This is an optimization exercise on Yosys and OpenROAD, whose aim is a short achievable clock period and few clock cycles, not a production implementation. No activity file was given, so power comes from the tool's default toggle rates.

==> flow/design.v (excerpt) <==
module cpu_pipeline (
    input clk,           
    input rst_n,         
    output [31:0] imem_addr,     
    input  [31:0] imem_rdata,    
    output [31:0] dmem_addr,     
    output [31:0] dmem_wdata,    
    output        dmem_we,       
    input  [31:0] dmem_rdata     
);
Size in the first run: roughly 11000 cells after synthesis, roughly 2300 flip-flops, ~160 I/O pins, about 0.11 mm^2 of cells after synthesis.
export LEC_CHECK = 0
export CAP_MARGIN = 40
export CORE_MARGIN = 2
export CORE_UTILIZATION = 40
export CTS_CLUSTER_DIAMETER = 100
export CTS_CLUSTER_SIZE = 20
export PLACE_DENSITY = 0.6
export SETUP_SLACK_MARGIN = 5
export SLEW_MARGIN = 40
create_clock -name core_clock -period 13.0 [get_ports {clk}]
standard.sh (not shown) runs the stock make flow with config.mk's settings and CLKGATE_MAP_FILE= SYNTH_SCRIPT=/design/flow/synth_recipe.tcl, a recipe that flattens the netlist after the stock synthesis.
==> flow/flow/run.sh <==
#!/bin/bash
# Layout flow: the standard flow (standard.sh: ORFS with the standard
# synthesis), with two changes to how the layout is made; the constraints
# (constraint.sdc) are unchanged:
#  - timing repair aims at a larger setup slack margin, so that it works
#    towards the period the design can reach rather than the design's 13 ns;
#  - after global placement, flow/outbuf.tcl moves each output port's buffer
#    next to the register that feeds it (detailed placement legalizes it).
# Each tool's log is in orfs/logs/; make's own output is in flow_make.log.
set -euo pipefail
MARGIN=${MARGIN:-9}
sed -e "s|SETUP_SLACK_MARGIN=[-0-9.]*|SETUP_SLACK_MARGIN=$MARGIN POST_GLOBAL_PLACE_TCL=$PWD/flow/outbuf.tcl|" standard.sh > standard_margin.sh
grep -q "SETUP_SLACK_MARGIN=$MARGIN" standard_margin.sh
bash standard_margin.sh finish > flow_make.log 2>&1
==> flow/flow/outbuf.tcl <==
# Move the buffer of each output port, and any inverter or buffer between
# it and the register that feeds it, next to that register, so that the
# buffer, not the register, drives the wire to the pin. Detailed placement
# legalizes the moved cells afterwards.
proc outbuf_driver {inst} {
  foreach it [$inst getITerms] {
    if {[$it isInputSignal] && [$it getNet] != "NULL"} {
      foreach jt [[$it getNet] getITerms] {
        if {[$jt isOutputSignal]} { return [$jt getInst] }
      }
    }
  }
  return ""
}
proc outbuf_is_single {inst} {
  set n 0
  foreach it [$inst getITerms] {
    if {[$it isInputSignal] && [$it getNet] != "NULL"} { incr n }
  }
  set m [[$inst getMaster] getName]
  return [expr {$n == 1 && [regexp {__(inv|buf|clkbuf|clkinv)_} $m]}]
}
set block [ord::get_db_block]
set moved 0
foreach bterm [$block getBTerms] {
  if {[$bterm getIoType] != "OUTPUT"} { continue }
  set net [$bterm getNet]
  if {$net == "NULL"} { continue }
  set buf ""
  foreach it [$net getITerms] {
    if {[$it isOutputSignal]} { set buf [$it getInst] }
  }
  if {$buf == ""} { continue }
  set chain [list $buf]
  set src [outbuf_driver $buf]
  while {$src != "" && [outbuf_is_single $src] && [llength $chain] < 4} {
    lappend chain $src
    set src [outbuf_driver $src]
  }
  if {$src == ""} { continue }
  set loc [$src getLocation]
  foreach c $chain {
    $c setLocation [lindex $loc 0] [lindex $loc 1]
    incr moved
  }
}
puts "outbuf: moved $moved cells next to the registers that drive the outputs"
Change:
--- a/flow/design.v
+++ b/flow/design.v
@@ -375,18 +375,21 @@
 reg         e_pt, e_ptok;
 reg         e_a_m, e_a_r, e_b_m, e_b_r, e_s_m, e_s_r;
 reg         e_ac_m, e_bc_m;      
 reg         e_add, e_sub, e_slt, e_sltu, e_and, e_or, e_xor, e_nor, e_passb;
 reg         e_sll, e_srl, e_sra;
 reg  [31:0] m_res, m_sd;
 reg  [31:0] m_cmpn;              
 reg         m_we, m_rw, m_lw;
 reg  [4:0]  m_dst;
+reg  [31:0] w_res;
+reg         w_rw;
+reg  [4:0]  w_dst;
 reg  [31:0] pci, ma;
 reg  [31:0] ra;
 reg         u_upd, u_taken;
 reg         l_upd, l_taken;
 reg  [15:0] l_hit;
 reg  [11:0] u_tag, u_tgt;
 wire        taken, jr_ne;
 wire        e_rwv   = e_rw   & ~e_kill;
 wire        e_lwv   = e_lw   & ~e_kill;
@@ -410,40 +413,41 @@
     .upd    (u_upd),
     .u_taken(u_taken),
     .u_tag  (u_tag),
     .u_tgt  (u_tgt),
     .l_upd  (l_upd),
     .l_hit  (l_hit),
     .l_taken(l_taken)
 );
 wire        d_call;
-wire [31:0] ras   = (d_valid & d_call) ? d_pc4 : ra;
+reg         d_callr;
+wire [31:0] ras   = (d_valid & d_callr) ? d_pc4 : ra;
 wire        f_j   = (imem_rdata[31:27] == 5'b00001);
 wire        f_jr  = (imem_rdata[31:26] == 6'h00) & ~imem_rdata[5] & imem_rdata[3] & ~imem_rdata[0];
 wire [31:0] f_jt  = {f_pc4[31:28], imem_rdata[25:0], 2'b00};
 wire        f_sel_j  = f_j;
 wire        f_sel_jr = ~f_j & f_jr;
 wire        f_sel_bt = ~f_j & ~f_jr & f_pt;
 wire        f_sel_p4 = ~f_j & ~f_jr & ~f_pt;
 wire [31:0] f_btgt   = {pcx[31:14], f_ptgt, 2'b00};
 wire [31:0] f_npc = ({32{f_sel_j}}  & f_jt)   | ({32{f_sel_jr}} & ras) |
                     ({32{f_sel_bt}} & f_btgt) | ({32{f_sel_p4}} & f_pc4);
 wire        f_ptk = f_j | f_jr | f_pt;
 assign imem_addr = {~pc[31], pc[30:0]};
-wire f_uses_rs, f_uses_rt, f_br, f_ctl;
+wire f_uses_rs, f_uses_rt, f_br, f_ctl, f_call;
 Control C0 (
     .ir     (imem_rdata),
     .uses_rs(f_uses_rs),
     .uses_rt(f_uses_rt),
     .b_rt   (), .b_sext (), .b_zext (), .b_lui  (), .b_pc4  (), .writes (), .dst    (),
     .is_lw  (), .is_sw  (), .is_beq (), .is_bne (), .is_blez(), .is_bgtz(), .is_bgez(),
     .is_br  (f_br),
-    .is_j   (), .is_jr  (), .is_jalr(), .is_call(),
+    .is_j   (), .is_jr  (), .is_jalr(), .is_call(f_call),
     .is_ctl (f_ctl)
 );
 wire [31:0] f_rs_oh = 32'd1 << imem_rdata[25:21];
 wire [31:0] f_rt_oh = 32'd1 << imem_rdata[20:16];
 wire [4:0]  d_rs  = d_ir[25:21];
 wire [4:0]  d_rt  = d_ir[20:16];
 wire [15:0] d_imm = d_ir[15:0];
 wire d_uses_rs, d_uses_rt, d_b_rt, d_b_sext, d_b_zext, d_b_lui, d_b_pc4, d_writes;
 wire [4:0] d_dst;
@@ -487,31 +491,33 @@
     .op_passb(d_passb),
     .op_sll  (d_sll),
     .op_srl  (d_srl),
     .op_sra  (d_sra)
 );
 wire [31:0] rf_rs, rf_rt;
 RegisterFile RF (
     .clk  (clk),
     .rst_n(rst_n),
-    .we   (m_rw),
-    .wa   (m_dst),
-    .wd   (m_out),
+    .we   (w_rw),
+    .wa   (w_dst),
+    .wd   (w_res),
     .ra1  (d_rs_oh),
     .ra2  (d_rt_oh),
     .rd1  (rf_rs),
     .rd2  (rf_rt)
 );
 wire [31:0] m_out;
 wire d_rs_m = m_rw && m_dst == d_rs;
 wire d_rt_m = m_rw && m_dst == d_rt;
-wire [31:0] d_rsv = d_rs_m ? m_out : rf_rs;
-wire [31:0] d_rtv = d_rt_m ? m_out : rf_rt;
+wire d_rs_w = w_rw && w_dst == d_rs;
+wire d_rt_w = w_rw && w_dst == d_rt;
+wire [31:0] d_rsv = d_rs_m ? m_out : d_rs_w ? w_res : rf_rs;
+wire [31:0] d_rtv = d_rt_m ? m_out : d_rt_w ? w_res : rf_rt;
 wire d_rw = d_writes & (d_dst != 5'd0);
 wire stall = d_valid & d_stall;
 wire [17:2] d_btl;
 wire        d_btc;
 KSAdd #(.W(17)) BTA (
     .a  ({1'b0, d_pc4[17:2]}),
     .b  ({1'b0, d_imm}),
     .cin(1'b0),
     .s  ({d_btc, d_btl})
@@ -583,18 +589,19 @@
         d_stall <= d_go & d_lw & d_rw &
                    ((f_uses_rs & (imem_rdata[25:21] == d_dst)) |
                     (f_uses_rt & (imem_rdata[20:16] == d_dst)));
     end
 end
 always @(posedge clk) begin
     if (~stall) begin
         d_redb  <= f_br & ~f_ptk & ~f_plx & imem_rdata[15];
         d_rednc <= f_ptk & ~f_ctl;
+        d_callr <= f_call;
         d_ir   <= imem_rdata;
         d_rs_oh <= f_rs_oh;
         d_rt_oh <= f_rt_oh;
         d_tag  <= pcx[13:2];
         d_pc4  <= f_pc4;
         d_pnpc <= f_npc;
         d_pt   <= f_ptk;
         d_lx   <= f_plx;
         d_hit  <= f_hit;
@@ -683,10 +690,21 @@
     end
 end
 always @(posedge clk) begin
     m_res  <= e_res;
     m_cmpn <= ~e_res;
     m_sd  <= SD;
     m_lw  <= e_lwv;
     m_dst <= e_dst;
 end
+always @(posedge clk or negedge rst_n) begin
+    if (~rst_n) begin
+        w_rw <= 1'b0;
+    end else begin
+        w_rw <= m_rw;
+    end
+end
+always @(posedge clk) begin
+    w_res <= m_out;
+    w_dst <= m_dst;
+end
 endmodule
Non-clock buffer count fell by 76.
Via count went down slightly.
Total power decreases by roughly a tenth.
Design area grows by a few percent.
Die area is higher by a few percent.
Worst hold slack is about the same.
Worst setup slack got worse by 0.13 ns.
Wire length climbs slightly.
Critical path depth is higher by 15.
Clock-buffer cell count climbs by 26.
Sequential share of layout area decreases by 1.1 points.
Fmax decreases by a few percent.
No run of this note included a check of the RTL's function; only the layout flow was run.

port drivers added, routing unchanged:
The results above use ideal ports. As a check the final layouts listed here were re-extracted and re-timed, cells and wires unchanged. Step 1 assumes that a clkbuf_16 drives the clock port and a buf_2 every other input. Step 2 times the ports against the registers' clock, not the clock port: input delays grow and output delays shrink by t, the midpoint of the rising clock arrivals with the driver on. a / b / c = ideal / step 1 / step 2; a / b = the first two.
run | t (ns) | slack for setup (ns) | worst setup path at the end | pins driven straight from the clock port
the first run | 0.936 | 8.985 / 8.891 / 8.083 | input to register | 1
the second run | 0.949 | 8.854 / 8.854 / 8.125 | input to register | 1
After both steps setup and hold are still met in every run listed. For the first run, which loses most, drivers alone change the setup slack by -0.094 ns; drivers and shift together by -0.902 ns.
